Source: an optimization exercise on an open RTL-to-GDS flow (aim: small area, a short achievable clock period and few clock cycles). Production flows keep margins and buffers that such runs may drop. Only simulation tests tie the RTL to the original design; equivalence was not proved. Power figures rest on the tool's default switching activity, not on a simulated workload.

**flow/design.v**
```verilog
`timescale 1ns/100ps
`default_nettype none
module m1(
input logic Clock,
input logic StartBit,
input logic Resetn,
input logic [15:0] ReadData,
output logic [15:0] WriteData,
output logic [17:0] SRAM_Address,
output logic Wen,
output logic StopBit
);
localparam logic [17:0] U_BASE   = 18'd38400;
localparam logic [17:0] V_BASE   = 18'd57600;
localparam logic [17:0] RGB_BASE = 18'd146944;
logic        run;
logic [4:0]  p;        
logic [15:0] S;        
logic [7:0]  col;      
logic [17:0] Wa;       
logic        w5, w6;   
logic        wr;       
logic        f0, f1, f157, f158, f159, quirk;    
logic        start;    
assign Wen = ~wr;
always_ff @(posedge Clock or negedge Resetn) begin
	if (~Resetn) begin
		run <= 1'b0;
		start <= 1'b0;
		p <= 5'b00001;
		S <= 16'd0;
		col <= 8'd156;
		Wa <= RGB_BASE;
		w5 <= 1'b0;
		w6 <= 1'b0;
		f0 <= 1'b0;
		f1 <= 1'b0;
		f157 <= 1'b0;
		f158 <= 1'b0;
		f159 <= 1'b0;
		quirk <= 1'b0;
		SRAM_Address <= 18'd0;
		wr <= 1'b0;
		StopBit <= 1'b0;
	end else if (~run) begin
		start <= StartBit;
		if (start && ~StopBit) begin
			run <= 1'b1;
			SRAM_Address <= U_BASE;
		end
	end else begin
		p <= {p[3:0], p[4]};
		wr <= 1'b0;
		if (p[0] | p[2] | p[3]) begin
			SRAM_Address <= Wa;
			if (p[0] ? w6 : w5) begin
				wr <= 1'b1;
				Wa <= Wa + 18'd1;
			end
		end
		if (p[1]) begin
			SRAM_Address <= {2'b00, S - 16'd4};
			if (wr && (&SRAM_Address)) begin
				StopBit <= 1'b1;
				run <= 1'b0;
			end
		end
		if (p[4]) begin
			S <= S + 16'd1;
			col <= f159 ? 8'd0 : col + 8'd1;
			f0 <= f159;
			f1 <= f0;
			f157 <= (col == 8'd156);
			f158 <= f157;
			f159 <= f158;
			quirk <= (S == 16'd5);
			if (S == 16'd4) w5 <= 1'b1;
			if (S == 16'd5) w6 <= 1'b1;
			SRAM_Address <= (S[0] ? U_BASE + 18'd1 : V_BASE) + {3'b000, S[15:1]};
		end
	end
end
logic [7:0] ur [0:5];
logic [7:0] vr [0:5];
logic [15:0] upend;
logic [7:0]  vpend;
wire ins = run & p[2];
always_ff @(posedge Clock) begin
	for (int k = 0; k < 5; k++) begin
		ur[k] <= ur[k+1];
		vr[k] <= vr[k+1];
	end
	ur[5] <= ur[0];
	vr[5] <= vr[0];
	if (ins) begin
		ur[0] <= S[0] ? upend[15:8] : upend[7:0];
		vr[0] <= S[0] ? ReadData[15:8] : vpend;
	end
	if (ins & ~S[0]) upend <= ReadData;
	if (ins & S[0]) vpend <= ReadData[7:0];
end
logic usel;
always_ff @(posedge Clock) usel <= p[2];
logic [7:0] w [0:5];
always_comb begin
	if (usel) for (int k = 0; k < 6; k++) w[k] = ur[5-k];
	else      for (int k = 0; k < 6; k++) w[k] = vr[(10-k) % 6];
end
logic [7:0] a1, b1, a2, b2, a3, b3;
always_comb begin
	a1 = w[2];
	b1 = f159 ? w[2] : w[3];
	a2 = f0 ? w[2] : w[1];
	b2 = f159 ? w[2] : f158 ? w[3] : w[4];
	a3 = f0 ? w[2] : f1 ? w[1] : w[0];
	b3 = f159 ? w[2] : f158 ? w[3] : (f157 || quirk) ? w[4] : w[5];
end
logic [8:0] s1, s2, s3;
always_ff @(posedge Clock) begin
	s1 <= a1 + b1;
	s2 <= a2 + b2;
	s3 <= a3 + b3;
end
wire [8:0] io;
wire [10:0] io3;
m1_interp u_interp(.Clock(Clock), .s1(s1), .s2(s2), .s3(s3), .o(io), .o3(io3));
logic [8:0] uo;     
always_ff @(posedge Clock) uo <= io;
logic [7:0] yb, yl;
always_ff @(posedge Clock) begin
	yb <= p[4] ? ReadData[15:8] : yl;
	if (p[4]) yl <= ReadData[7:0];
end
wire [7:0] ue = ur[1];
wire [7:0] ve = vr[1];
wire [8:0] eu = {ue[7], ~ue[7], ue[6:0]};
wire [8:0] ev = {ve[7], ~ve[7], ve[6:0]};
logic esel;
always_ff @(posedge Clock) esel <= p[4];
wire [8:0] xu = esel ? eu : uo;
wire [22:0] xt;
m1_yterm u_yterm(.Y(yb), .T(xt));
logic [22:0] pt;
logic [8:0] pu, pv;
logic [10:0] pu3, pv3;
always_ff @(posedge Clock) begin
	pt <= xt;
	pu <= xu;
	pu3 <= {xu, 1'b0} + {2'b00, xu};
	if (esel) begin
		pv <= ev;
		pv3 <= {ev, 1'b0} + {2'b00, ev};
	end else begin
		pv <= io;
		pv3 <= io3;
	end
end
wire [7:0] rr, gg, bb;
m1_pix u_pix(.Clock(Clock), .T(pt), .U(pu), .U3(pu3), .V(pv), .V3(pv3), .R(rr), .G(gg), .B(bb));
logic [7:0]  bh;
logic [15:0] gbh;
always_ff @(posedge Clock) begin
	bh <= bb;
	if (p[3]) gbh <= {gg, bb};
	if (p[2])      WriteData <= {rr, gg};
	else if (p[3]) WriteData <= {bh, rr};
	else           WriteData <= gbh;
end
endmodule
module m1_yterm(
input logic [7:0] Y,
output logic [24:2] T
);
wire yt_1 = Y[0] ^ Y[3];
wire yt_2 = Y[0] & Y[3];
wire yt_3 = Y[1] ^ Y[4];
wire yt_4 = Y[1] & Y[4];
wire yt_5 = Y[2] ^ Y[5];
wire yt_6 = Y[2] & Y[5];
wire yt_7 = Y[0] ^ Y[2];
wire yt_8 = Y[0] & Y[2];
wire yt_9 = Y[1] ^ Y[3] ^ Y[5];
wire yt_10 = (Y[1] & Y[3]) | (Y[1] & Y[5]) | (Y[3] & Y[5]);
wire yt_11 = Y[2] ^ Y[4] ^ Y[6];
wire yt_12 = (Y[2] & Y[4]) | (Y[2] & Y[6]) | (Y[4] & Y[6]);
wire yt_13 = Y[5] ^ Y[7] ^ yt_1;
wire yt_14 = (Y[5] & Y[7]) | (Y[5] & yt_1) | (Y[7] & yt_1);
wire yt_15 = Y[6] ^ yt_2 ^ yt_3;
wire yt_16 = (Y[6] & yt_2) | (Y[6] & yt_3) | (yt_2 & yt_3);
wire yt_17 = Y[7] ^ yt_4 ^ yt_5;
wire yt_18 = (Y[7] & yt_4) | (Y[7] & yt_5) | (yt_4 & yt_5);
wire yt_19 = Y[3] ^ Y[6] ^ yt_6;
wire yt_20 = (Y[3] & Y[6]) | (Y[3] & yt_6) | (Y[6] & yt_6);
wire yt_21 = Y[4] ^ Y[7];
wire yt_22 = Y[4] & Y[7];
wire yt_23 = Y[0] ^ Y[2];
wire yt_24 = Y[0] & Y[2];
wire yt_25 = ~1'b0 ^ Y[1] ^ Y[3];
wire yt_26 = (~1'b0 & Y[1]) | (~1'b0 & Y[3]) | (Y[1] & Y[3]);
wire yt_27 = ~1'b0 ^ Y[4] ^ yt_7;
wire yt_28 = (~1'b0 & Y[4]) | (~1'b0 & yt_7) | (Y[4] & yt_7);
wire yt_29 = ~1'b0 ^ yt_8 ^ yt_9;
wire yt_30 = (~1'b0 & yt_8) | (~1'b0 & yt_9) | (yt_8 & yt_9);
wire yt_31 = ~1'b0 ^ yt_10 ^ yt_11;
wire yt_32 = (~1'b0 & yt_10) | (~1'b0 & yt_11) | (yt_10 & yt_11);
wire yt_33 = ~1'b0 ^ yt_12 ^ yt_13;
wire yt_34 = (~1'b0 & yt_12) | (~1'b0 & yt_13) | (yt_12 & yt_13);
wire yt_35 = ~1'b0 ^ yt_14 ^ yt_15;
wire yt_36 = (~1'b0 & yt_14) | (~1'b0 & yt_15) | (yt_14 & yt_15);
wire yt_37 = ~1'b0 ^ yt_16 ^ yt_17;
wire yt_38 = (~1'b0 & yt_16) | (~1'b0 & yt_17) | (yt_16 & yt_17);
wire yt_39 = ~1'b0 ^ yt_18 ^ yt_19;
wire yt_40 = (~1'b0 & yt_18) | (~1'b0 & yt_19) | (yt_18 & yt_19);
wire yt_41 = ~1'b0 ^ yt_21 ^ yt_20;
wire yt_42 = (~1'b0 & yt_21) | (~1'b0 & yt_20) | (yt_21 & yt_20);
wire yt_43 = ~1'b0 ^ Y[5] ^ yt_22;
wire yt_44 = (~1'b0 & Y[5]) | (~1'b0 & yt_22) | (Y[5] & yt_22);
wire yt_45 = ~1'b0 ^ Y[6];
wire yt_46 = ~1'b0 & Y[6];
wire yt_47 = ~1'b0 ^ Y[7];
wire yt_48 = ~1'b0 & Y[7];
wire [24:0] yt_a = {yt_48, yt_46, yt_44, yt_42, yt_40, yt_38, yt_36, yt_34, yt_32, yt_30, yt_28, yt_26, yt_24, yt_23, ~1'b0, Y[0], ~Y[6], ~Y[5], ~Y[4], ~Y[3], ~Y[2], ~Y[1], ~1'b0, 1'b0, 1'b0};
wire [24:0] yt_b = {~1'b0, yt_47, yt_45, yt_43, yt_41, yt_39, yt_37, yt_35, yt_33, yt_31, yt_29, yt_27, yt_25, ~1'b0, Y[1], ~Y[7], 1'b0, 1'b0, 1'b0, 1'b0, 1'b0, 1'b0, ~Y[0], 1'b0, 1'b0};
wire [24:0] yts = yt_a + yt_b;
assign T = yts[24:2];
endmodule
module m1_pix(
input logic Clock,
input logic [24:2] T,
input logic [8:0] U,
input logic [10:0] U3,
input logic [8:0] V,
input logic [10:0] V3,
output logic [7:0] R,
output logic [7:0] G,
output logic [7:0] B
);
wire r_1 = T[8] ^ V[1];
wire r_2 = T[8] & V[1];
wire r_3 = T[9] ^ V[2];
wire r_4 = T[9] & V[2];
wire r_5 = T[10] ^ V[3] ^ V[6];
wire r_6 = (T[10] & V[3]) | (T[10] & V[6]) | (V[3] & V[6]);
wire r_7 = T[11] ^ V3[0] ^ V[4];
wire r_8 = (T[11] & V3[0]) | (T[11] & V[4]) | (V3[0] & V[4]);
wire r_9 = T[12] ^ V3[1];
wire r_10 = T[12] & V3[1];
wire r_11 = T[15] ^ V3[0];
wire r_12 = T[15] & V3[0];
wire r_13 = T[6] ^ V[2];
wire r_14 = T[6] & V[2];
wire r_15 = T[7] ^ V[0] ^ V[3];
wire r_16 = (T[7] & V[0]) | (T[7] & V[3]) | (V[0] & V[3]);
wire r_17 = V[4] ^ V3[8] ^ r_1;
wire r_18 = (V[4] & V3[8]) | (V[4] & r_1) | (V3[8] & r_1);
wire r_19 = V[5] ^ V3[9] ^ r_2;
wire r_20 = (V[5] & V3[9]) | (V[5] & r_2) | (V3[9] & r_2);
wire r_21 = V3[10] ^ r_4 ^ r_5;
wire r_22 = (V3[10] & r_4) | (V3[10] & r_5) | (r_4 & r_5);
wire r_23 = V[7] ^ r_6 ^ r_7;
wire r_24 = (V[7] & r_6) | (V[7] & r_7) | (r_6 & r_7);
wire r_25 = V[5] ^ V[8] ^ r_9;
wire r_26 = (V[5] & V[8]) | (V[5] & r_9) | (V[8] & r_9);
wire r_27 = T[13] ^ V3[2] ^ V[6];
wire r_28 = (T[13] & V3[2]) | (T[13] & V[6]) | (V3[2] & V[6]);
wire r_29 = T[14] ^ V3[3] ^ V[7];
wire r_30 = (T[14] & V3[3]) | (T[14] & V[7]) | (V3[3] & V[7]);
wire r_31 = V3[4] ^ V[8] ^ r_11;
wire r_32 = (V3[4] & V[8]) | (V3[4] & r_11) | (V[8] & r_11);
wire r_33 = T[16] ^ V3[1] ^ V3[5];
wire r_34 = (T[16] & V3[1]) | (T[16] & V3[5]) | (V3[1] & V3[5]);
wire r_35 = T[17] ^ V3[2];
wire r_36 = T[17] & V3[2];
wire r_37 = T[18] ^ V3[3] ^ V3[7];
wire r_38 = (T[18] & V3[3]) | (T[18] & V3[7]) | (V3[3] & V3[7]);
wire r_39 = T[19] ^ V3[4];
wire r_40 = T[19] & V3[4];
wire r_41 = T[20] ^ V3[5] ^ V3[9];
wire r_42 = (T[20] & V3[5]) | (T[20] & V3[9]) | (V3[5] & V3[9]);
wire r_43 = T[21] ^ V3[6];
wire r_44 = T[21] & V3[6];
wire r_45 = T[22] ^ V3[7];
wire r_46 = T[22] & V3[7];
wire r_47 = T[4] ^ V[0];
wire r_48 = T[4] & V[0];
wire r_49 = T[5] ^ V[1] ^ V3[5];
wire r_50 = (T[5] & V[1]) | (T[5] & V3[5]) | (V[1] & V3[5]);
wire r_51 = ~1'b0 ^ V3[6] ^ r_13;
wire r_52 = (~1'b0 & V3[6]) | (~1'b0 & r_13) | (V3[6] & r_13);
wire r_53 = V3[7] ^ r_14 ^ r_15;
wire r_54 = (V3[7] & r_14) | (V3[7] & r_15) | (r_14 & r_15);
wire r_55 = ~1'b0 ^ r_16 ^ r_17;
wire r_56 = (~1'b0 & r_16) | (~1'b0 & r_17) | (r_16 & r_17);
wire r_57 = r_3 ^ r_18 ^ r_19;
wire r_58 = (r_3 & r_18) | (r_3 & r_19) | (r_18 & r_19);
wire r_59 = ~1'b0 ^ r_20 ^ r_21;
wire r_60 = (~1'b0 & r_20) | (~1'b0 & r_21) | (r_20 & r_21);
wire r_61 = ~1'b0 ^ r_22 ^ r_23;
wire r_62 = (~1'b0 & r_22) | (~1'b0 & r_23) | (r_22 & r_23);
wire r_63 = r_8 ^ r_25 ^ r_24;
wire r_64 = (r_8 & r_25) | (r_8 & r_24) | (r_25 & r_24);
wire r_65 = r_10 ^ r_27 ^ r_26;
wire r_66 = (r_10 & r_27) | (r_10 & r_26) | (r_27 & r_26);
wire r_67 = ~1'b0 ^ r_28 ^ r_29;
wire r_68 = (~1'b0 & r_28) | (~1'b0 & r_29) | (r_28 & r_29);
wire r_69 = ~1'b0 ^ r_30 ^ r_31;
wire r_70 = (~1'b0 & r_30) | (~1'b0 & r_31) | (r_30 & r_31);
wire r_71 = r_12 ^ r_33 ^ r_32;
wire r_72 = (r_12 & r_33) | (r_12 & r_32) | (r_33 & r_32);
wire r_73 = V3[6] ^ r_35 ^ r_34;
wire r_74 = (V3[6] & r_35) | (V3[6] & r_34) | (r_35 & r_34);
wire r_75 = ~1'b0 ^ r_36 ^ r_37;
wire r_76 = (~1'b0 & r_36) | (~1'b0 & r_37) | (r_36 & r_37);
wire r_77 = V3[8] ^ r_39 ^ r_38;
wire r_78 = (V3[8] & r_39) | (V3[8] & r_38) | (r_39 & r_38);
wire r_79 = ~1'b0 ^ r_40 ^ r_41;
wire r_80 = (~1'b0 & r_40) | (~1'b0 & r_41) | (r_40 & r_41);
wire r_81 = V3[10] ^ r_43 ^ r_42;
wire r_82 = (V3[10] & r_43) | (V3[10] & r_42) | (r_43 & r_42);
wire r_83 = ~1'b0 ^ r_44 ^ r_45;
wire r_84 = (~1'b0 & r_44) | (~1'b0 & r_45) | (r_44 & r_45);
wire r_85 = T[23] ^ V3[8] ^ r_46;
wire r_86 = (T[23] & V3[8]) | (T[23] & r_46) | (V3[8] & r_46);
wire r_87 = T[24] ^ V3[9];
wire r_88 = T[24] & V3[9];
wire r_89 = ~1'b0 ^ V3[10];
wire r_90 = ~1'b0 & V3[10];
wire [26:0] r_a = {r_90, r_88, r_86, r_84, r_82, r_80, r_78, r_76, r_74, r_72, r_70, r_68, r_66, r_64, r_62, r_60, r_58, r_56, r_54, r_52, r_50, r_48, r_47, T[3], T[2], V3[1], V3[0]};
wire [26:0] r_b = {~1'b0, r_89, r_87, r_85, r_83, r_81, r_79, r_77, r_75, r_73, r_71, r_69, r_67, r_65, r_63, r_61, r_59, r_57, r_55, r_53, r_51, r_49, V3[4], V3[3], V3[2], 1'b0, 1'b0};
wire [16:0] r_lo = {1'b0, r_a[15:0]} + {1'b0, r_b[15:0]};
logic [26:16] r_ha, r_hb;
logic r_c;
always_ff @(posedge Clock) begin
	r_ha <= r_a[26:16];
	r_hb <= r_b[26:16];
	r_c <= r_lo[16];
end
wire [26:16] r_s = r_ha + r_hb + {{(10){1'b0}}, r_c};
wire [26:16] r_f = r_s;
assign R = r_f[26] ? 8'd0 : (|r_f[25:24]) ? 8'd255 : r_f[23:16];
wire g_1 = ~1'b0 ^ ~U3[2];
wire g_2 = ~1'b0 & ~U3[2];
wire g_3 = 1'b0 ^ U3[3] ^ V[1];
wire g_4 = (1'b0 & U3[3]) | (1'b0 & V[1]) | (U3[3] & V[1]);
wire g_5 = ~U3[4] ^ ~V[2];
wire g_6 = ~U3[4] & ~V[2];
wire g_7 = 1'b0 ^ U3[5] ^ V[3];
wire g_8 = (1'b0 & U3[5]) | (1'b0 & V[3]) | (U3[5] & V[3]);
wire g_9 = ~1'b0 ^ ~U3[6];
wire g_10 = ~1'b0 & ~U3[6];
wire g_11 = ~U[0] ^ ~U3[7];
wire g_12 = ~U[0] & ~U3[7];
wire g_13 = 1'b0 ^ U[1] ^ U3[8];
wire g_14 = (1'b0 & U[1]) | (1'b0 & U3[8]) | (U[1] & U3[8]);
wire g_15 = U[2] ^ U3[9] ^ V[0];
wire g_16 = (U[2] & U3[9]) | (U[2] & V[0]) | (U3[9] & V[0]);
wire g_17 = U3[0] ^ U[3] ^ U3[10];
wire g_18 = (U3[0] & U[3]) | (U3[0] & U3[10]) | (U[3] & U3[10]);
wire g_19 = ~V[1] ^ ~V[8];
wire g_20 = ~V[1] & ~V[8];
wire g_21 = U3[1] ^ U[4] ^ V3[0];
wire g_22 = (U3[1] & U[4]) | (U3[1] & V3[0]) | (U[4] & V3[0]);
wire g_23 = T[14] ^ ~V[2];
wire g_24 = T[14] & ~V[2];
wire g_25 = 1'b0 ^ U3[2] ^ U[5];
wire g_26 = (1'b0 & U3[2]) | (1'b0 & U[5]) | (U3[2] & U[5]);
wire g_27 = ~T[15] ^ V3[1] ^ V[3];
wire g_28 = (~T[15] & V3[1]) | (~T[15] & V[3]) | (V3[1] & V[3]);
wire g_29 = 1'b0 ^ U3[3] ^ U[6];
wire g_30 = (1'b0 & U3[3]) | (1'b0 & U[6]) | (U3[3] & U[6]);
wire g_31 = ~T[16] ^ V3[2] ^ V[4];
wire g_32 = (~T[16] & V3[2]) | (~T[16] & V[4]) | (V3[2] & V[4]);
wire g_33 = U3[4] ^ U[7] ^ V3[3];
wire g_34 = (U3[4] & U[7]) | (U3[4] & V3[3]) | (U[7] & V3[3]);
wire g_35 = T[17] ^ ~V[5];
wire g_36 = T[17] & ~V[5];
wire g_37 = U3[5] ^ U[8] ^ V3[4];
wire g_38 = (U3[5] & U[8]) | (U3[5] & V3[4]) | (U[8] & V3[4]);
wire g_39 = T[18] ^ ~V[6];
wire g_40 = T[18] & ~V[6];
wire g_41 = 1'b0 ^ U3[6] ^ V3[5];
wire g_42 = (1'b0 & U3[6]) | (1'b0 & V3[5]) | (U3[6] & V3[5]);
wire g_43 = T[19] ^ ~V[7];
wire g_44 = T[19] & ~V[7];
wire g_45 = 1'b0 ^ U3[7] ^ V3[6];
wire g_46 = (1'b0 & U3[7]) | (1'b0 & V3[6]) | (U3[7] & V3[6]);
wire g_47 = T[20] ^ ~V[8];
wire g_48 = T[20] & ~V[8];
wire g_49 = 1'b0 ^ U3[8] ^ V3[7];
wire g_50 = (1'b0 & U3[8]) | (1'b0 & V3[7]) | (U3[8] & V3[7]);
wire g_51 = ~1'b0 ^ ~U3[9];
wire g_52 = ~1'b0 & ~U3[9];
wire g_53 = ~1'b0 ^ ~U3[10];
wire g_54 = ~1'b0 & ~U3[10];
wire g_55 = ~1'b0 ^ ~U3[0];
wire g_56 = ~1'b0 & ~U3[0];
wire g_57 = ~U3[1] ^ ~V[4];
wire g_58 = ~U3[1] & ~V[4];
wire g_59 = ~T[5] ^ V[0] ^ V[5];
wire g_60 = (~T[5] & V[0]) | (~T[5] & V[5]) | (V[0] & V[5]);
wire g_61 = T[6] ^ ~V[6] ^ g_2;
wire g_62 = (T[6] & ~V[6]) | (T[6] & g_2) | (~V[6] & g_2);
wire g_63 = T[7] ^ ~V[7] ^ g_5;
wire g_64 = (T[7] & ~V[7]) | (T[7] & g_5) | (~V[7] & g_5);
wire g_65 = T[8] ^ ~V[8] ^ g_6;
wire g_66 = (T[8] & ~V[8]) | (T[8] & g_6) | (~V[8] & g_6);
wire g_67 = T[9] ^ ~V[4] ^ g_9;
wire g_68 = (T[9] & ~V[4]) | (T[9] & g_9) | (~V[4] & g_9);
wire g_69 = T[10] ^ g_10 ^ g_11;
wire g_70 = (T[10] & g_10) | (T[10] & g_11) | (g_10 & g_11);
wire g_71 = T[11] ^ ~V[6] ^ g_12;
wire g_72 = (T[11] & ~V[6]) | (T[11] & g_12) | (~V[6] & g_12);
wire g_73 = V[7] ^ g_14 ^ g_15;
wire g_74 = (V[7] & g_14) | (V[7] & g_15) | (g_14 & g_15);
wire g_75 = T[13] ^ g_19 ^ ~g_16;
wire g_76 = (T[13] & g_19) | (T[13] & ~g_16) | (g_19 & ~g_16);
wire g_77 = g_20 ^ g_23 ^ ~g_18;
wire g_78 = (g_20 & g_23) | (g_20 & ~g_18) | (g_23 & ~g_18);
wire g_79 = g_22 ^ g_25 ^ g_27;
wire g_80 = (g_22 & g_25) | (g_22 & g_27) | (g_25 & g_27);
wire g_81 = g_26 ^ g_28 ^ g_29;
wire g_82 = (g_26 & g_28) | (g_26 & g_29) | (g_28 & g_29);
wire g_83 = g_30 ^ g_32 ^ g_33;
wire g_84 = (g_30 & g_32) | (g_30 & g_33) | (g_32 & g_33);
wire g_85 = g_36 ^ g_39 ^ ~g_34;
wire g_86 = (g_36 & g_39) | (g_36 & ~g_34) | (g_39 & ~g_34);
wire g_87 = g_40 ^ g_43 ^ ~g_38;
wire g_88 = (g_40 & g_43) | (g_40 & ~g_38) | (g_43 & ~g_38);
wire g_89 = g_44 ^ g_47 ^ ~g_42;
wire g_90 = (g_44 & g_47) | (g_44 & ~g_42) | (g_47 & ~g_42);
wire g_91 = T[21] ^ g_48 ^ ~g_46;
wire g_92 = (T[21] & g_48) | (T[21] & ~g_46) | (g_48 & ~g_46);
wire g_93 = T[22] ^ ~V3[8] ^ g_51;
wire g_94 = (T[22] & ~V3[8]) | (T[22] & g_51) | (~V3[8] & g_51);
wire g_95 = T[23] ^ g_52 ^ g_53;
wire g_96 = (T[23] & g_52) | (T[23] & g_53) | (g_52 & g_53);
wire g_97 = 1'b0 ^ ~T[24] ^ V3[10];
wire g_98 = (1'b0 & ~T[24]) | (1'b0 & V3[10]) | (~T[24] & V3[10]);
wire g_99 = T[3] ^ g_55;
wire g_100 = T[3] & g_55;
wire g_101 = T[4] ^ g_56 ^ g_57;
wire g_102 = (T[4] & g_56) | (T[4] & g_57) | (g_56 & g_57);
wire g_103 = g_58 ^ g_1 ^ ~g_59;
wire g_104 = (g_58 & g_1) | (g_58 & ~g_59) | (g_1 & ~g_59);
wire g_105 = g_60 ^ g_3 ^ ~g_61;
wire g_106 = (g_60 & g_3) | (g_60 & ~g_61) | (g_3 & ~g_61);
wire g_107 = ~g_4 ^ g_62 ^ g_63;
wire g_108 = (~g_4 & g_62) | (~g_4 & g_63) | (g_62 & g_63);
wire g_109 = ~g_7 ^ g_64 ^ g_65;
wire g_110 = (~g_7 & g_64) | (~g_7 & g_65) | (g_64 & g_65);
wire g_111 = ~g_8 ^ g_66 ^ g_67;
wire g_112 = (~g_8 & g_66) | (~g_8 & g_67) | (g_66 & g_67);
wire g_113 = ~V[5] ^ g_68 ^ g_69;
wire g_114 = (~V[5] & g_68) | (~V[5] & g_69) | (g_68 & g_69);
wire g_115 = ~g_13 ^ g_70 ^ g_71;
wire g_116 = (~g_13 & g_70) | (~g_13 & g_71) | (g_70 & g_71);
wire g_117 = T[12] ^ g_72 ^ ~g_73;
wire g_118 = (T[12] & g_72) | (T[12] & ~g_73) | (g_72 & ~g_73);
wire g_119 = g_17 ^ g_74 ^ ~g_75;
wire g_120 = (g_17 & g_74) | (g_17 & ~g_75) | (g_74 & ~g_75);
wire g_121 = ~g_21 ^ g_76 ^ g_77;
wire g_122 = (~g_21 & g_76) | (~g_21 & g_77) | (g_76 & g_77);
wire g_123 = g_24 ^ g_78 ^ ~g_79;
wire g_124 = (g_24 & g_78) | (g_24 & ~g_79) | (g_78 & ~g_79);
wire g_125 = g_31 ^ g_80 ^ g_81;
wire g_126 = (g_31 & g_80) | (g_31 & g_81) | (g_80 & g_81);
wire g_127 = ~g_35 ^ g_82 ^ g_83;
wire g_128 = (~g_35 & g_82) | (~g_35 & g_83) | (g_82 & g_83);
wire g_129 = g_37 ^ g_84 ^ ~g_85;
wire g_130 = (g_37 & g_84) | (g_37 & ~g_85) | (g_84 & ~g_85);
wire g_131 = ~g_41 ^ g_86 ^ g_87;
wire g_132 = (~g_41 & g_86) | (~g_41 & g_87) | (g_86 & g_87);
wire g_133 = ~g_45 ^ g_88 ^ g_89;
wire g_134 = (~g_45 & g_88) | (~g_45 & g_89) | (g_88 & g_89);
wire g_135 = ~g_49 ^ g_90 ^ g_91;
wire g_136 = (~g_49 & g_90) | (~g_49 & g_91) | (g_90 & g_91);
wire g_137 = ~g_50 ^ g_92 ^ g_93;
wire g_138 = (~g_50 & g_92) | (~g_50 & g_93) | (g_92 & g_93);
wire g_139 = ~V3[9] ^ g_94 ^ g_95;
wire g_140 = (~V3[9] & g_94) | (~V3[9] & g_95) | (g_94 & g_95);
wire g_141 = g_54 ^ ~g_97 ^ g_96;
wire g_142 = (g_54 & ~g_97) | (g_54 & g_96) | (~g_97 & g_96);
wire [26:0] g_a = {~1'b0, g_142, g_140, g_138, g_136, g_134, g_132, ~g_130, ~g_128, ~g_126, g_124, g_122, ~g_120, g_118, g_116, g_114, g_112, g_110, g_108, ~g_106, g_104, g_102, g_100, g_99, T[2], ~V[1], ~1'b0};
wire [26:0] g_b = {1'b0, ~g_98, g_141, g_139, g_137, g_135, g_133, g_131, ~g_129, ~g_127, ~g_125, g_123, g_121, ~g_119, g_117, g_115, g_113, g_111, g_109, g_107, ~g_105, g_103, g_101, ~V[3], ~V[2], 1'b0, ~V[0]};
wire [16:0] g_lo = {1'b0, g_a[15:0]} + {1'b0, g_b[15:0]};
logic [26:16] g_ha, g_hb;
logic g_c;
always_ff @(posedge Clock) begin
	g_ha <= g_a[26:16];
	g_hb <= g_b[26:16];
	g_c <= g_lo[16];
end
wire [26:16] g_s = g_ha + g_hb + {{(10){1'b0}}, g_c};
wire [26:16] g_f = g_s;
assign G = g_f[26] ? 8'd0 : (|g_f[25:24]) ? 8'd255 : g_f[23:16];
wire b_1 = T[8] ^ U[1];
wire b_2 = T[8] & U[1];
wire b_3 = T[9] ^ U[2];
wire b_4 = T[9] & U[2];
wire b_5 = T[10] ^ U[0] ^ U[3];
wire b_6 = (T[10] & U[0]) | (T[10] & U[3]) | (U[0] & U[3]);
wire b_7 = U3[7] ^ U3[10];
wire b_8 = U3[7] & U3[10];
wire b_9 = T[11] ^ U[1] ^ U[4];
wire b_10 = (T[11] & U[1]) | (T[11] & U[4]) | (U[1] & U[4]);
wire b_11 = T[12] ^ U[2];
wire b_12 = T[12] & U[2];
wire b_13 = T[13] ^ U[3];
wire b_14 = T[13] & U[3];
wire b_15 = T[14] ^ U[4];
wire b_16 = T[14] & U[4];
wire b_17 = T[15] ^ U[5];
wire b_18 = T[15] & U[5];
wire b_19 = T[6] ^ U3[3];
wire b_20 = T[6] & U3[3];
wire b_21 = T[7] ^ U[0] ^ U3[4];
wire b_22 = (T[7] & U[0]) | (T[7] & U3[4]) | (U[0] & U3[4]);
wire b_23 = U3[5] ^ U3[8] ^ b_1;
wire b_24 = (U3[5] & U3[8]) | (U3[5] & b_1) | (U3[8] & b_1);
wire b_25 = U3[6] ^ U3[9] ^ b_2;
wire b_26 = (U3[6] & U3[9]) | (U3[6] & b_2) | (U3[9] & b_2);
wire b_27 = b_4 ^ b_7 ^ b_5;
wire b_28 = (b_4 & b_7) | (b_4 & b_5) | (b_7 & b_5);
wire b_29 = U3[8] ^ b_8 ^ b_6;
wire b_30 = (U3[8] & b_8) | (U3[8] & b_6) | (b_8 & b_6);
wire b_31 = U[5] ^ U3[9] ^ b_11;
wire b_32 = (U[5] & U3[9]) | (U[5] & b_11) | (U3[9] & b_11);
wire b_33 = U[6] ^ U3[10] ^ b_12;
wire b_34 = (U[6] & U3[10]) | (U[6] & b_12) | (U3[10] & b_12);
wire b_35 = U[7] ^ b_14 ^ b_15;
wire b_36 = (U[7] & b_14) | (U[7] & b_15) | (b_14 & b_15);
wire b_37 = U[8] ^ b_16 ^ b_17;
wire b_38 = (U[8] & b_16) | (U[8] & b_17) | (b_16 & b_17);
wire b_39 = T[16] ^ U[6];
wire b_40 = T[16] & U[6];
wire b_41 = T[17] ^ U[0];
wire b_42 = T[17] & U[0];
wire b_43 = T[18] ^ U[1];
wire b_44 = T[18] & U[1];
wire b_45 = T[19] ^ U[2];
wire b_46 = T[19] & U[2];
wire b_47 = T[3] ^ U3[0];
wire b_48 = T[3] & U3[0];
wire b_49 = T[4] ^ U3[1] ^ U3[4];
wire b_50 = (T[4] & U3[1]) | (T[4] & U3[4]) | (U3[1] & U3[4]);
wire b_51 = T[5] ^ U3[2] ^ U3[5];
wire b_52 = (T[5] & U3[2]) | (T[5] & U3[5]) | (U3[2] & U3[5]);
wire b_53 = ~1'b0 ^ U3[6] ^ b_19;
wire b_54 = (~1'b0 & U3[6]) | (~1'b0 & b_19) | (U3[6] & b_19);
wire b_55 = U3[7] ^ b_20 ^ b_21;
wire b_56 = (U3[7] & b_20) | (U3[7] & b_21) | (b_20 & b_21);
wire b_57 = ~1'b0 ^ b_22 ^ b_23;
wire b_58 = (~1'b0 & b_22) | (~1'b0 & b_23) | (b_22 & b_23);
wire b_59 = b_3 ^ b_24 ^ b_25;
wire b_60 = (b_3 & b_24) | (b_3 & b_25) | (b_24 & b_25);
wire b_61 = ~1'b0 ^ b_26 ^ b_27;
wire b_62 = (~1'b0 & b_26) | (~1'b0 & b_27) | (b_26 & b_27);
wire b_63 = b_9 ^ b_28 ^ b_29;
wire b_64 = (b_9 & b_28) | (b_9 & b_29) | (b_28 & b_29);
wire b_65 = b_10 ^ b_30 ^ b_31;
wire b_66 = (b_10 & b_30) | (b_10 & b_31) | (b_30 & b_31);
wire b_67 = b_13 ^ b_32 ^ b_33;
wire b_68 = (b_13 & b_32) | (b_13 & b_33) | (b_32 & b_33);
wire b_69 = ~1'b0 ^ b_34 ^ b_35;
wire b_70 = (~1'b0 & b_34) | (~1'b0 & b_35) | (b_34 & b_35);
wire b_71 = ~1'b0 ^ b_36 ^ b_37;
wire b_72 = (~1'b0 & b_36) | (~1'b0 & b_37) | (b_36 & b_37);
wire b_73 = b_18 ^ b_39 ^ b_38;
wire b_74 = (b_18 & b_39) | (b_18 & b_38) | (b_39 & b_38);
wire b_75 = U[7] ^ b_40 ^ b_41;
wire b_76 = (U[7] & b_40) | (U[7] & b_41) | (b_40 & b_41);
wire b_77 = U[8] ^ b_42 ^ b_43;
wire b_78 = (U[8] & b_42) | (U[8] & b_43) | (b_42 & b_43);
wire b_79 = ~1'b0 ^ b_44 ^ b_45;
wire b_80 = (~1'b0 & b_44) | (~1'b0 & b_45) | (b_44 & b_45);
wire b_81 = T[20] ^ U[3] ^ b_46;
wire b_82 = (T[20] & U[3]) | (T[20] & b_46) | (U[3] & b_46);
wire b_83 = ~1'b0 ^ T[21] ^ U[4];
wire b_84 = (~1'b0 & T[21]) | (~1'b0 & U[4]) | (T[21] & U[4]);
wire b_85 = ~1'b0 ^ T[22] ^ U[5];
wire b_86 = (~1'b0 & T[22]) | (~1'b0 & U[5]) | (T[22] & U[5]);
wire b_87 = ~1'b0 ^ T[23] ^ U[6];
wire b_88 = (~1'b0 & T[23]) | (~1'b0 & U[6]) | (T[23] & U[6]);
wire b_89 = ~1'b0 ^ T[24] ^ U[7];
wire b_90 = (~1'b0 & T[24]) | (~1'b0 & U[7]) | (T[24] & U[7]);
wire [26:0] b_a = {~1'b0, b_90, b_88, b_86, b_84, b_82, b_80, b_78, b_76, b_74, b_72, b_70, b_68, b_66, b_64, b_62, b_60, b_58, b_56, b_54, b_52, b_50, b_48, b_47, T[2], U3[1], U3[0]};
wire [26:0] b_b = {1'b0, U[8], b_89, b_87, b_85, b_83, b_81, b_79, b_77, b_75, b_73, b_71, b_69, b_67, b_65, b_63, b_61, b_59, b_57, b_55, b_53, b_51, b_49, U3[3], U3[2], 1'b0, 1'b0};
wire [16:0] b_lo = {1'b0, b_a[15:0]} + {1'b0, b_b[15:0]};
logic [26:16] b_ha, b_hb;
logic b_c;
always_ff @(posedge Clock) begin
	b_ha <= b_a[26:16];
	b_hb <= b_b[26:16];
	b_c <= b_lo[16];
end
wire [26:16] b_s = b_ha + b_hb + {{(10){1'b0}}, b_c};
wire [26:16] b_f = b_s;
assign B = b_f[26] ? 8'd0 : (|b_f[25:24]) ? 8'd255 : b_f[23:16];
endmodule
module m1_interp(
input logic Clock,
input logic [8:0] s1,
input logic [8:0] s2,
input logic [8:0] s3,
output logic [8:0] o,
output logic [10:0] o3
);
wire ip_1 = s1[0] ^ s1[2];
wire ip_2 = s1[0] & s1[2];
wire ip_3 = s1[1] ^ s1[3];
wire ip_4 = s1[1] & s1[3];
wire ip_5 = s1[0] ^ s2[1];
wire ip_6 = s1[0] & s2[1];
wire ip_7 = 1'b0 ^ s1[6] ^ s2[0];
wire ip_8 = (1'b0 & s1[6]) | (1'b0 & s2[0]) | (s1[6] & s2[0]);
wire ip_9 = s1[1] ^ s2[2] ^ s3[2];
wire ip_10 = (s1[1] & s2[2]) | (s1[1] & s3[2]) | (s2[2] & s3[2]);
wire ip_11 = 1'b0 ^ s1[7] ^ s2[1];
wire ip_12 = (1'b0 & s1[7]) | (1'b0 & s2[1]) | (s1[7] & s2[1]);
wire ip_13 = s2[3] ^ s3[3] ^ s3[5];
wire ip_14 = (s2[3] & s3[3]) | (s2[3] & s3[5]) | (s3[3] & s3[5]);
wire ip_15 = s3[7] ^ ip_1;
wire ip_16 = s3[7] & ip_1;
wire ip_17 = s1[8] ^ s2[2] ^ s2[6];
wire ip_18 = (s1[8] & s2[2]) | (s1[8] & s2[6]) | (s2[2] & s2[6]);
wire ip_19 = s2[4] ^ s3[4] ^ s3[6];
wire ip_20 = (s2[4] & s3[4]) | (s2[4] & s3[6]) | (s3[4] & s3[6]);
wire ip_21 = s3[8] ^ ip_2 ^ ip_3;
wire ip_22 = (s3[8] & ip_2) | (s3[8] & ip_3) | (ip_2 & ip_3);
wire ip_23 = ~1'b0 ^ s1[2] ^ s1[4];
wire ip_24 = (~1'b0 & s1[2]) | (~1'b0 & s1[4]) | (s1[2] & s1[4]);
wire ip_25 = s2[3] ^ ~s2[5] ^ s2[7];
wire ip_26 = (s2[3] & ~s2[5]) | (s2[3] & s2[7]) | (~s2[5] & s2[7]);
wire ip_27 = s3[5] ^ s3[7] ^ ip_4;
wire ip_28 = (s3[5] & s3[7]) | (s3[5] & ip_4) | (s3[7] & ip_4);
wire ip_29 = ~1'b0 ^ s1[3] ^ s1[5];
wire ip_30 = (~1'b0 & s1[3]) | (~1'b0 & s1[5]) | (s1[3] & s1[5]);
wire ip_31 = s2[4] ^ ~s2[6] ^ s2[8];
wire ip_32 = (s2[4] & ~s2[6]) | (s2[4] & s2[8]) | (~s2[6] & s2[8]);
wire ip_33 = s3[6] ^ s3[8];
wire ip_34 = s3[6] & s3[8];
wire ip_35 = s1[4] ^ s1[6] ^ s2[7];
wire ip_36 = (s1[4] & s1[6]) | (s1[4] & s2[7]) | (s1[6] & s2[7]);
wire ip_37 = s1[5] ^ s1[7];
wire ip_38 = s1[5] & s1[7];
wire ip_39 = ~1'b0 ^ ~s1[2];
wire ip_40 = ~1'b0 & ~s1[2];
wire ip_41 = ~s1[3] ^ ~s2[1];
wire ip_42 = ~s1[3] & ~s2[1];
wire ip_43 = s1[4] ^ ~s2[0] ^ s2[2];
wire ip_44 = (s1[4] & ~s2[0]) | (s1[4] & s2[2]) | (~s2[0] & s2[2]);
wire ip_45 = s3[0] ^ s3[2];
wire ip_46 = s3[0] & s3[2];
wire ip_47 = s1[5] ^ s2[3] ^ ~s3[1];
wire ip_48 = (s1[5] & s2[3]) | (s1[5] & ~s3[1]) | (s2[3] & ~s3[1]);
wire ip_49 = s3[3] ^ s3[5] ^ ip_5;
wire ip_50 = (s3[3] & s3[5]) | (s3[3] & ip_5) | (s3[5] & ip_5);
wire ip_51 = s3[4] ^ s3[6] ^ ip_6;
wire ip_52 = (s3[4] & s3[6]) | (s3[4] & ip_6) | (s3[6] & ip_6);
wire ip_53 = s2[4] ^ ip_7 ^ ~ip_9;
wire ip_54 = (s2[4] & ip_7) | (s2[4] & ~ip_9) | (ip_7 & ~ip_9);
wire ip_55 = s2[5] ^ ip_8 ^ ip_11;
wire ip_56 = (s2[5] & ip_8) | (s2[5] & ip_11) | (ip_8 & ip_11);
wire ip_57 = ip_10 ^ ip_13 ^ ip_15;
wire ip_58 = (ip_10 & ip_13) | (ip_10 & ip_15) | (ip_13 & ip_15);
wire ip_59 = ip_12 ^ ~ip_14 ^ ip_17;
wire ip_60 = (ip_12 & ~ip_14) | (ip_12 & ip_17) | (~ip_14 & ip_17);
wire ip_61 = ip_19 ^ ip_16 ^ ip_21;
wire ip_62 = (ip_19 & ip_16) | (ip_19 & ip_21) | (ip_16 & ip_21);
wire ip_63 = ~ip_18 ^ ip_20 ^ ip_23;
wire ip_64 = (~ip_18 & ip_20) | (~ip_18 & ip_23) | (ip_20 & ip_23);
wire ip_65 = ~ip_25 ^ ip_22 ^ ip_27;
wire ip_66 = (~ip_25 & ip_22) | (~ip_25 & ip_27) | (ip_22 & ip_27);
wire ip_67 = ip_33 ^ ip_24 ^ ip_29;
wire ip_68 = (ip_33 & ip_24) | (ip_33 & ip_29) | (ip_24 & ip_29);
wire ip_69 = ip_26 ^ ip_31 ^ ~ip_28;
wire ip_70 = (ip_26 & ip_31) | (ip_26 & ~ip_28) | (ip_31 & ~ip_28);
wire ip_71 = s3[7] ^ ip_34 ^ ip_30;
wire ip_72 = (s3[7] & ip_34) | (s3[7] & ip_30) | (ip_34 & ip_30);
wire ip_73 = s2[5] ^ ip_32 ^ ~ip_35;
wire ip_74 = (s2[5] & ip_32) | (s2[5] & ~ip_35) | (ip_32 & ~ip_35);
wire ip_75 = 1'b0 ^ s2[6] ^ ~s2[8];
wire ip_76 = (1'b0 & s2[6]) | (1'b0 & ~s2[8]) | (s2[6] & ~s2[8]);
wire ip_77 = s3[8] ^ ip_37 ^ ip_36;
wire ip_78 = (s3[8] & ip_37) | (s3[8] & ip_36) | (ip_37 & ip_36);
wire ip_79 = ~1'b0 ^ s1[6] ^ s1[8];
wire ip_80 = (~1'b0 & s1[6]) | (~1'b0 & s1[8]) | (s1[6] & s1[8]);
wire ip_81 = ~s2[7] ^ ip_38;
wire ip_82 = ~s2[7] & ip_38;
wire ip_83 = ~1'b0 ^ ~s2[8];
wire ip_84 = ~1'b0 & ~s2[8];
wire ip_85 = s3[0] ^ s3[2];
wire ip_86 = s3[0] & s3[2];
wire ip_87 = s3[1] ^ s3[3] ^ ip_40;
wire ip_88 = (s3[1] & s3[3]) | (s3[1] & ip_40) | (s3[3] & ip_40);
wire ip_89 = s3[4] ^ ip_45 ^ ip_42;
wire ip_90 = (s3[4] & ip_45) | (s3[4] & ip_42) | (ip_45 & ip_42);
wire ip_91 = ~ip_46 ^ ip_44 ^ ip_47;
wire ip_92 = (~ip_46 & ip_44) | (~ip_46 & ip_47) | (ip_44 & ip_47);
wire ip_93 = ~ip_48 ^ ip_50 ^ ip_51;
wire ip_94 = (~ip_48 & ip_50) | (~ip_48 & ip_51) | (ip_50 & ip_51);
wire ip_95 = ~ip_52 ^ ip_54 ^ ip_55;
wire ip_96 = (~ip_52 & ip_54) | (~ip_52 & ip_55) | (ip_54 & ip_55);
wire ip_97 = ip_56 ^ ip_59 ^ ~ip_58;
wire ip_98 = (ip_56 & ip_59) | (ip_56 & ~ip_58) | (ip_59 & ~ip_58);
wire ip_99 = ip_63 ^ ip_62 ^ ip_65;
wire ip_100 = (ip_63 & ip_62) | (ip_63 & ip_65) | (ip_62 & ip_65);
wire ip_101 = ip_64 ^ ip_67 ^ ip_66;
wire ip_102 = (ip_64 & ip_67) | (ip_64 & ip_66) | (ip_67 & ip_66);
wire ip_103 = ip_68 ^ ip_71 ^ ~ip_73;
wire ip_104 = (ip_68 & ip_71) | (ip_68 & ~ip_73) | (ip_71 & ~ip_73);
wire ip_105 = ~ip_75 ^ ip_72 ^ ip_77;
wire ip_106 = (~ip_75 & ip_72) | (~ip_75 & ip_77) | (ip_72 & ip_77);
wire ip_107 = ip_79 ^ ip_81 ^ ip_78;
wire ip_108 = (ip_79 & ip_81) | (ip_79 & ip_78) | (ip_81 & ip_78);
wire ip_109 = s1[7] ^ ip_83 ^ ip_80;
wire ip_110 = (s1[7] & ip_83) | (s1[7] & ip_80) | (ip_83 & ip_80);
wire ip_111 = s1[8] ^ ip_84;
wire ip_112 = s1[8] & ip_84;
wire ip_113 = ~1'b0 ^ ~s1[0];
wire ip_114 = ~1'b0 & ~s1[0];
wire ip_115 = ~s1[1] ^ s3[1];
wire ip_116 = ~s1[1] & s3[1];
wire ip_117 = ~s2[0] ^ ip_85 ^ ip_39;
wire ip_118 = (~s2[0] & ip_85) | (~s2[0] & ip_39) | (ip_85 & ip_39);
wire ip_119 = ip_86 ^ ip_41 ^ ip_87;
wire ip_120 = (ip_86 & ip_41) | (ip_86 & ip_87) | (ip_41 & ip_87);
wire ip_121 = ~ip_43 ^ ip_88 ^ ip_89;
wire ip_122 = (~ip_43 & ip_88) | (~ip_43 & ip_89) | (ip_88 & ip_89);
wire ip_123 = ip_90 ^ ip_49 ^ ~ip_91;
wire ip_124 = (ip_90 & ip_49) | (ip_90 & ~ip_91) | (ip_49 & ~ip_91);
wire ip_125 = ip_92 ^ ip_53 ^ ~ip_93;
wire ip_126 = (ip_92 & ip_53) | (ip_92 & ~ip_93) | (ip_53 & ~ip_93);
wire ip_127 = ip_57 ^ ip_94 ^ ~ip_95;
wire ip_128 = (ip_57 & ip_94) | (ip_57 & ~ip_95) | (ip_94 & ~ip_95);
wire ip_129 = ~ip_61 ^ ip_96 ^ ip_97;
wire ip_130 = (~ip_61 & ip_96) | (~ip_61 & ip_97) | (ip_96 & ip_97);
wire ip_131 = ip_60 ^ ip_98 ^ ~ip_99;
wire ip_132 = (ip_60 & ip_98) | (ip_60 & ~ip_99) | (ip_98 & ~ip_99);
wire ip_133 = ~ip_69 ^ ip_100 ^ ip_101;
wire ip_134 = (~ip_69 & ip_100) | (~ip_69 & ip_101) | (ip_100 & ip_101);
wire ip_135 = ~ip_70 ^ ip_103 ^ ip_102;
wire ip_136 = (~ip_70 & ip_103) | (~ip_70 & ip_102) | (ip_103 & ip_102);
wire ip_137 = ~ip_74 ^ ip_105 ^ ip_104;
wire ip_138 = (~ip_74 & ip_105) | (~ip_74 & ip_104) | (ip_105 & ip_104);
wire ip_139 = ~ip_76 ^ ip_106 ^ ip_107;
wire ip_140 = (~ip_76 & ip_106) | (~ip_76 & ip_107) | (ip_106 & ip_107);
wire ip_141 = ip_82 ^ ip_109 ^ ip_108;
wire ip_142 = (ip_82 & ip_109) | (ip_82 & ip_108) | (ip_109 & ip_108);
wire ip_143 = ~1'b0 ^ ip_111 ^ ip_110;
wire ip_144 = (~1'b0 & ip_111) | (~1'b0 & ip_110) | (ip_111 & ip_110);
wire ip_145 = ~1'b0 ^ ip_112;
wire ip_146 = ~1'b0 & ip_112;
wire [16:0] ip_a = {ip_144, ip_142, ip_140, ip_138, ip_136, ip_134, ~ip_132, ~ip_130, ip_128, ~ip_126, ip_124, ip_122, ip_120, ip_118, ip_116, ip_114, ip_113};
wire [16:0] ip_b = {ip_145, ip_143, ip_141, ip_139, ip_137, ip_135, ip_133, ~ip_131, ~ip_129, ip_127, ~ip_125, ip_123, ip_121, ip_119, ip_117, ip_115, s3[0]};
wire [10:0] ip_lo = {1'b0, ip_a[9:0]} + {1'b0, ip_b[9:0]};
logic [16:10] ip_ha, ip_hb;
logic ip_c;
logic [9:8] ip_l;
always_ff @(posedge Clock) begin
	ip_ha <= ip_a[16:10];
	ip_hb <= ip_b[16:10];
	ip_c <= ip_lo[10];
	ip_l <= ip_lo[9:8];
end
wire [16:10] ip_s = ip_ha + ip_hb + {{(6){1'b0}}, ip_c};
wire [16:8] ip_f = {ip_s, ip_l};
assign o = ip_f;
assign o3 = {o, 1'b0} + {2'b00, o};
endmodule
```
**flow/flow/run.sh**
```bash
#!/bin/bash
# Standard synthesis, then the standard layout with stronger port buffers,
# a clock tree with a strong root buffer and larger sink clusters, and
# timing repair aimed below the design's clock period. Each make run's
# full output goes to its own log here; ORFS keeps per-step logs in orfs/logs.
set -euo pipefail
bash standard.sh synth > synth.log 2>&1
bash standard.sh "BUFFER_PORTS_ARGS=-buffer_cell sky130_fd_sc_hd__buf_4" "SETUP_SLACK_MARGIN=8.3" \
  "CTS_ARGS=-sink_clustering_enable -repair_clock_nets -buf_list sky130_fd_sc_hd__clkbuf_16 -root_buf sky130_fd_sc_hd__clkbuf_16 -sink_clustering_size 26 -sink_clustering_max_diameter 150" \
  finish > layout.log 2>&1
```
**flow/config.mk**
```make
export PLATFORM = sky130hd
export DESIGN_NAME = m1
export DESIGN_NICKNAME = m1
export VERILOG_FILES = /design/flow/design.v
export SDC_FILE = /design/flow/constraint.sdc
export NUM_CORES = 4
export LEC_CHECK = 0
export CAP_MARGIN = 20
export CORE_MARGIN = 2
export CORE_UTILIZATION = 40
export CTS_BUF_LIST = sky130_fd_sc_hd__clkbuf_16
export CTS_CLUSTER_DIAMETER = 90
export CTS_CLUSTER_SIZE = 22
export SLEW_MARGIN = 20
```
**flow/standard.sh**
```bash
#!/bin/bash
# synth_recipe.tcl (not shown) runs the flow's synth.tcl, then flattens the netlist and writes it again
# the make line also repeats each setting of config.mk as NAME=value (left out here)
make -C /OpenROAD-flow-scripts/flow DESIGN_CONFIG=/design/flow/config.mk WORK_HOME=/design/flow/orfs CLKGATE_MAP_FILE= SYNTH_SCRIPT=/design/flow/synth_recipe.tcl "${@:-finish}"
```
**flow/constraint.sdc**
```tcl
create_clock -name core_clock -period 12.0 [get_ports {Clock}]
set_input_delay 2.4000 -clock core_clock [delete_from_list [all_inputs] [get_ports {Clock}]]
set_output_delay 2.4000 -clock core_clock [all_outputs]
set_load 0.01 [all_outputs]
```
==> impl_metrics.json, run 1 <==
{
  "drv_cap": 0,
  "routed_wl_um": 56300,
  "rows": 91,
  "final_hold_viol_count": 0,
  "yosysTopAreaCell": "dfxtp_1",
  "cts.sinks": 433,
  "synth_edf_count": 48,
  "vias": 15900,
  "hold_class": "flip-flop to flip-flop",
  "ff2ff_setup_slack_ps": 8490,
  "rr_worst_depth": 14,
  "syn-instance-count": 2374,
  "drtAntennaViolNets": 0,
  "drt_iter0_markers": 893,
  "cp_slowest_cell": "dfrtp_2",
  "gp_congestion": 0.905,
  "tightest_slew_ps": 1060,
  "critPathMaxStageDelay_ps": 470,
  "synth.top_cells.by_count": "inv_1 (431), dfxtp_1 (308), ha_1 (257)",
  "core_area_um2": 61400,
  "synthFlopType": "dfxtp_1",
  "dp.cells": 3171,
  "leakagePower_nw": 12.2,
  "die_h_um": 252,
  "period_share_pct": 30.2,
  "fin_util_pct": 43.2,
  "setup_tns_ps": 0,
  "viasPerCell": 4.97,
  "start_kind": "flip-flop",
  "h-tree-depth": 1,
  "dp_slack_ps": 8450,
  "final_cells": 3204,
  "total_power_mw": 2.27,
  "cts_hold_buf": 0,
  "rsz0062_at_grt": "false",
  "slew_headroom_pct": 29.6,
  "overflow": 0,
  "drc": 0,
  "syn_nets": 2813,
  "cts_tree": "done",
  "post-dp-hpwl_um": 45800,
  "cts_root_buf": "clkbuf_16",
  "nets": 2842,
  "port_buffers": 54,
  "path_max_fanout": 3,
  "arrival_ps": 1220,
  "synthTopCellsByArea": "dfxtp_1 (25%), fa_1 (13%), ha_1 (13%)",
  "track_usage_pct": 18.0,
  "r2r_end": "u_interp.ip_l[9]",
  "drt_pass1_iterations": 5,
  "status": "complete, no violations",
  "ctsLongestPathBuffers": 3,
  "grt_pass1_vias": 16400,
  "clock_latency_ps": 580,
  "drive_gt1_share_pct": 7.71,
  "post_synth_num_cell_types": 86,
  "endpoint": "Wen",
  "avgRoutedWirePerCell_um": 17.6,
  "cts_buffers": 20,
  "yosysMostFrequentCell": "inv_1",
  "worst_clock_skew_ps": 39.1,
  "antenna_found_initial": 0,
  "io_pins": 55,
  "critPathLaunch": "wr",
  "path_class": "flip-flop to output pin",
  "netlist_area_um2": 24700,
  "areaGrowthSynthToFinish_pct": 7.40,
  "synth_top_area_share_pct": 25.0,
  "clk_pin_slew_ps": 110,
  "ys_ff_latch": 433,
  "setup_ws_ps": 8380,
  "crit_required_ps": 9600,
  "power_density_nw_per_um2": 85.4,
  "fin_crit_ps": 3620,
  "start_util_pct": 40.2,
  "reg2reg_from": "s1[5]",
  "drv_slew": 0,
  "setup_violations": 0,
  "crit_chain": "inv_1 -> buf_4",
  "syn_avg_cell_area_um2": 10.4,
  "grt_first_pass_wirelength_um": 90200,
  "peakVddDrop_uv": 86.5,
  "async_flop_share_pct": 17.8,
  "ys_seq_area_share_pct": 38.7,
  "dieWidth_um": 252,
  "die_area_um2": 63700,
  "yosys_warnings": 6,
  "max_freq_mhz": 276,
  "cp-end-kind": "output pin",
  "grt_max_degree": 78
}
==> worst min path at each step <==
stage | end | slack (ps) | cells past startpoint | from
after global placement | ur[2][4] | 330 | 0 | ur[3][4]
after floorplan | ur[1][3] | 330 | 0 | ur[2][3]
after detailed placement | vr[4][5] | 340 | 0 | vr[5][5]
final | ur[1][6] | 350 | 0 | ur[2][6]
after global routing | ur[1][6] | 360 | 0 | ur[2][6]
after CTS | ur[1][6] | 350 | 0 | ur[2][6]
==> cell type report <==
type,count,area [um2]
clock inverter,12,78.8
timing repair buffer,61,465
antenna,1,2.50
inverter,432,1620
fill,5820,34800
sequential,433,9550
clock buffer,20,500
tap,790,988
multi-input combinational,1455,13300
==> kinds of logic after synthesis <==
| family | count (synthesis) | share of synthesized area [%] |
|---|---|---|
| compound gates | 410 | 10.5 |
| simple gates | 389 | 7.60 |
| buf+inv | 486 | 7.46 |
| fa+ha+maj | 420 | 26.2 |
| xor+xnor | 133 | 4.72 |
| mux | 103 | 4.86 |
| flops | 433 | 38.7 |
==> critical path, delay by kind of cell (launching register included) <==
kind                   cells  cell delay, ps
buffers and inverters      2             170
flip-flops                 1             470
==> timing repair <==
item,in CTS,in global routing
endpoints found under the hold margin,0,0
gates resized for setup,1,4
setup buffers,0,0
endpoints found under the setup margin,1,4
==> flip-flops by register name, summed over array words and instances, names as in the netlist, 10 cells and up <==
| signal | count |
|---|---|
| pv3 | 11 |
| WriteData | 16 |
| gbh | 16 |
| u_pix.r_ha | 11 |
| upend | 16 |
| S | 16 |
| u_pix.g_hb | 10 |
| u_pix.b_ha | 10 |
| pt | 23 |
| SRAM_Address | 18 |
| u_pix.r_hb | 10 |
| u_pix.b_hb | 10 |
| pu3 | 11 |
| u_pix.g_ha | 10 |
| Wa | 18 |
| vr | 48 |
| ur | 48 |
==> report_power, final <==
part           switching [mW]  internal [mW]  total [mW]
sequential            0.00303           1.47        1.47
clock                   0.462          0.312       0.774
combinational          0.0122        0.00906      0.0212
total                   0.477           1.79        2.27
==> cells in the final DEF, fill, tap and decap left out, drive strengths merged, types with 38 or more instances in the layout <==
| master | instances |
|---|---|
| mux2 | 45 |
| buf | 61 |
| dfxtp | 308 |
| inv | 442 |
| edfxtp | 48 |
| mux2i | 49 |
| o21ai | 108 |
| a21o | 38 |
| ha | 257 |
| a21oi | 128 |
| nor2 | 97 |
| dfrtp | 66 |
| fa | 163 |
| xnor2 | 99 |
| nand2 | 136 |
==> per-layer routing <==
layer | track usage (%) | vias up | share of wire (%)
li1 | - | 7858 | -
met1 | 23.8 | 7752 | 46
met2 | 31.6 | 248 | 49
met3 | 1.91 | 65 | 2.9
met4 | 4.33 | 0 | 2.5
met5 | 0 | - | 0
==> per-stage QoR <==
step	cell area, um2	hold WS, ps
2_1_floorplan	24700	326
3_3_place_gp	25900	328
3_5_place_dp	25900	335
4_1_cts	26500	350
5_1_grt	26500	356
6_report	26500	350
Testbench counts, summed over its fixed seeds: cycles 1,152,174.
==> run 2: changes to the inputs <==
--- a/flow/config.mk
+++ b/flow/config.mk
@@ -8,5 +8,5 @@
 export CAP_MARGIN = 20
 export CORE_MARGIN = 2
-export CORE_UTILIZATION = 40
+export CORE_UTILIZATION = 60
 export CTS_BUF_LIST = sky130_fd_sc_hd__clkbuf_16
 export CTS_CLUSTER_DIAMETER = 90
==> run 2 against run 1 <==
- clock skew fell by 15 ps
- sequential share of layout area grew 0.40 points
- synthesized area unchanged
- cell area fell by 1.1%
- global-route usage is 8.8 points higher
- sequential power about the same
- highest routed layer unchanged
- still clean
- register-to-register slack hardly changed
- critical path depth did not move
- clock power barely moved
==> impl_metrics.json, run 2 <==
{
  "routed_wl_um": 55300,
  "die_h_um": 207,
  "cts_hold_buf": 0,
  "yosysMostFrequentCell": "inv_1",
  "synth.top_cells.by_count": "inv_1 (431), dfxtp_1 (308), ha_1 (257)",
  "crit_required_ps": 9600,
  "post-dp-hpwl_um": 44100,
  "path_class": "flip-flop to output pin",
  "core_area_um2": 40700,
  "cts.sinks": 433,
  "netlist_area_um2": 24700,
  "port_buffers": 54,
  "setup_violations": 0,
  "status": "complete, no violations",
  "syn_nets": 2813,
  "synthTopCellsByArea": "dfxtp_1 (25%), fa_1 (13%), ha_1 (13%)",
  "viasPerCell": 5.51,
  "drc": 0,
  "fill_cells": 3392,
  "synth_edf_count": 48,
  "final_cell_mix": "inv_1 (442), dfxtp_1 (307), ha_1 (257)",
  "clk_pin_slew_ps": 110,
  "syn_avg_cell_area_um2": 10.4,
  "worst_clock_skew_ps": 23.8,
  "cp-end-kind": "output pin",
  "multiInputGateArea_um2": 13300,
  "dpl_cell_area_um2": 25600,
  "drt_iter0_markers": 1033,
  "final_hold_viol_count": 0,
  "yosys_warnings": 6,
  "track_usage_pct": 26.8,
  "leakagePower_nw": 12.2,
  "dp.cells": 2915,
  "start_kind": "flip-flop",
  "final_common_cell": "inv_1",
  "vias": 16200,
  "peakVddDrop_uv": 111,
  "overflow": 0,
  "tightest_slew_ps": 1020,
  "grt_first_pass_wirelength_um": 88400,
  "rows": 74,
  "internal_power_mw": 1.80,
  "io_pins": 55,
  "cts_buffers": 20,
  "period_share_pct": 29.9,
  "ys_seq_area_share_pct": 38.7,
  "nets": 2845,
  "sequentialPowerShare_pct": 64.8,
  "async_flop_share_pct": 17.8,
  "holdWs_ps": 354,
  "combPwrFrac_pct": 0.9,
  "drv_cap": 0,
  "yosysTopAreaCell": "dfxtp_1",
  "clock_latency_ps": 560,
  "slew_headroom_pct": 32.1,
  "final_cells": 2950,
  "ys_ff_latch": 433,
  "avgRoutedWirePerCell_um": 18.7,
  "h-tree-depth": 1,
  "start_util_pct": 60.6,
  "synth_top_area_share_pct": 25.0,
  "p_clk_share_pct": 34.3,
  "cts_root_buf": "clkbuf_16",
  "arrival_ps": 1190,
  "syn-instance-count": 2374,
  "post_synth_num_cell_types": 86,
  "antenna_found_initial": 2,
  "cts_tree": "done",
  "gp_congestion": 0.885,
  "hold_class": "flip-flop to flip-flop",
  "drt_pass1_iterations": 5,
  "drive_gt1_share_pct": 7.65,
  "path_max_fanout": 3,
  "ctsLongestPathBuffers": 3,
  "max_freq_mhz": 279,
  "grt_pass1_vias": 16200,
  "seq_area_um2": 9550,
  "power_density_nw_per_um2": 86.5,
  "drv_slew": 0,
  "largest_registers": "ur: 48 flops, vr: 48 flops, pt: 23 flops",
  "fin_util_pct": 64.4,
  "switching_share_pct": 20.7,
  "setup_tns_ps": 0,
  "rsz0062_at_grt": "false",
  "dieWidth_um": 207,
  "p_sw_uw": 470,
  "die_area_um2": 42800,
  "drtAntennaViolNets": 0,
  "fin_crit_ps": 3590,
  "areaGrowthSynthToFinish_pct": 6.21,
  "synthFlopType": "dfxtp_1",
  "finalInstanceArea_um2": 26200,
  "grt_max_degree": 78
}
-- run 2: power by group through the flow --
stage	clock, mW	sequential, mW	combinational [mW]
floorplan	0	1.50	0.00273
global placement	0	1.50	0.0201
detailed placement	0	1.50	0.0207
CTS	0.799	1.47	0.0209
global route	0.850	1.47	0.0238
finish	0.777	1.47	0.0214
-- run 2: cells by family after synthesis --
| group | Yosys count | share of synthesized area [%] |
|---|---|---|
| buffers and inverters | 486 | 7.46 |
| flip-flops | 433 | 38.7 |
| adder cells (fa/ha/maj) | 420 | 26.2 |
| AO/OA/AOI/OAI | 410 | 10.5 |
| AND/OR/NAND/NOR | 389 | 7.60 |
| XOR/XNOR | 133 | 4.72 |
| multiplexers | 103 | 4.86 |
-- run 2: cell type report --
cell class                 instances  share of cell area (%)
sequential                       433                    36.4
timing repair buffer              64                    1.92
tap                              532                    2.54
multi-input combinational       1455                    50.7
inverter                         432                    6.18
antenna                            1                 0.00954
clock buffer                      21                    2.00
clock inverter                    12                   0.200
-- run 2: critical path, stage by stage (launching register included) --
cell	delay, ps
dfrtp_1	430
inv_1	60
buf_4	140
-- run 2: what timing repair did --
action	CTS	global route
hold endpoints to repair	0	0
resized for setup	0	1
setup endpoints to repair	0	1
buffers inserted	0	0
-- run 2: worst paths after layout --
path	startpoint	end	slack [ps]	cells past startpoint
min in group asynchronous	Resetn	Wa[15]	1710	1
min	vr[2][5]	vr[1][5]	350	0
max	wr	Wen	8410	2
max reg2reg	s2[3]	u_interp.ip_c	8480	14
min reg2reg	vr[2][5]	vr[1][5]	350	0
max in group asynchronous	Resetn	col[4]	9660	2
-- run 2: stage by stage --
stage | power (mW) | worst slack [ps]
after detailed placement | 1.52 | 8470
final | 2.27 | 8410
after CTS | 2.29 | 8390
after global routing | 2.34 | 8320
after floorplan | 1.51 | 8700
after global placement | 1.52 | 8480
-- run 2: per-layer routing --
metal / global-route usage, % / routed length, um / up-vias
met5: 0 / 0 / -
met2: 42.9 / 25200 / 299
met3: 3.80 / 2700 / 53
met1: 39.1 / 26200 / 8001
met4: 5.60 / 1160 / 0
li1: - / - / 7888

separate check: timing with driven ports:
The results above use ideal ports. As a check the final layouts listed here were re-extracted and re-timed, cells and wires unchanged. Step 1 assumes that a clkbuf_16 drives the clock port and a buf_2 every other input. Step 2 also shifts input and output timing later by t, the mid clock arrival at the registers, as if the neighbouring blocks saw the same clock. Slacks: ideal / step 1 / step 2; pairs: ideal / step 1.
run	t (ns)	setup slack, ns	latest minus earliest clock arrival (ns)	slew at the worst register clock pin (ns)	pins driven straight from the clock port
run 1	0.619	8.377 / 8.319 / 8.491	0.041 / 0.042	0.11 / 0.11	1
run 2	0.609	8.412 / 8.354 / 8.481	0.024 / 0.024	0.11 / 0.11	1
After both steps setup and hold are still met in every run listed.
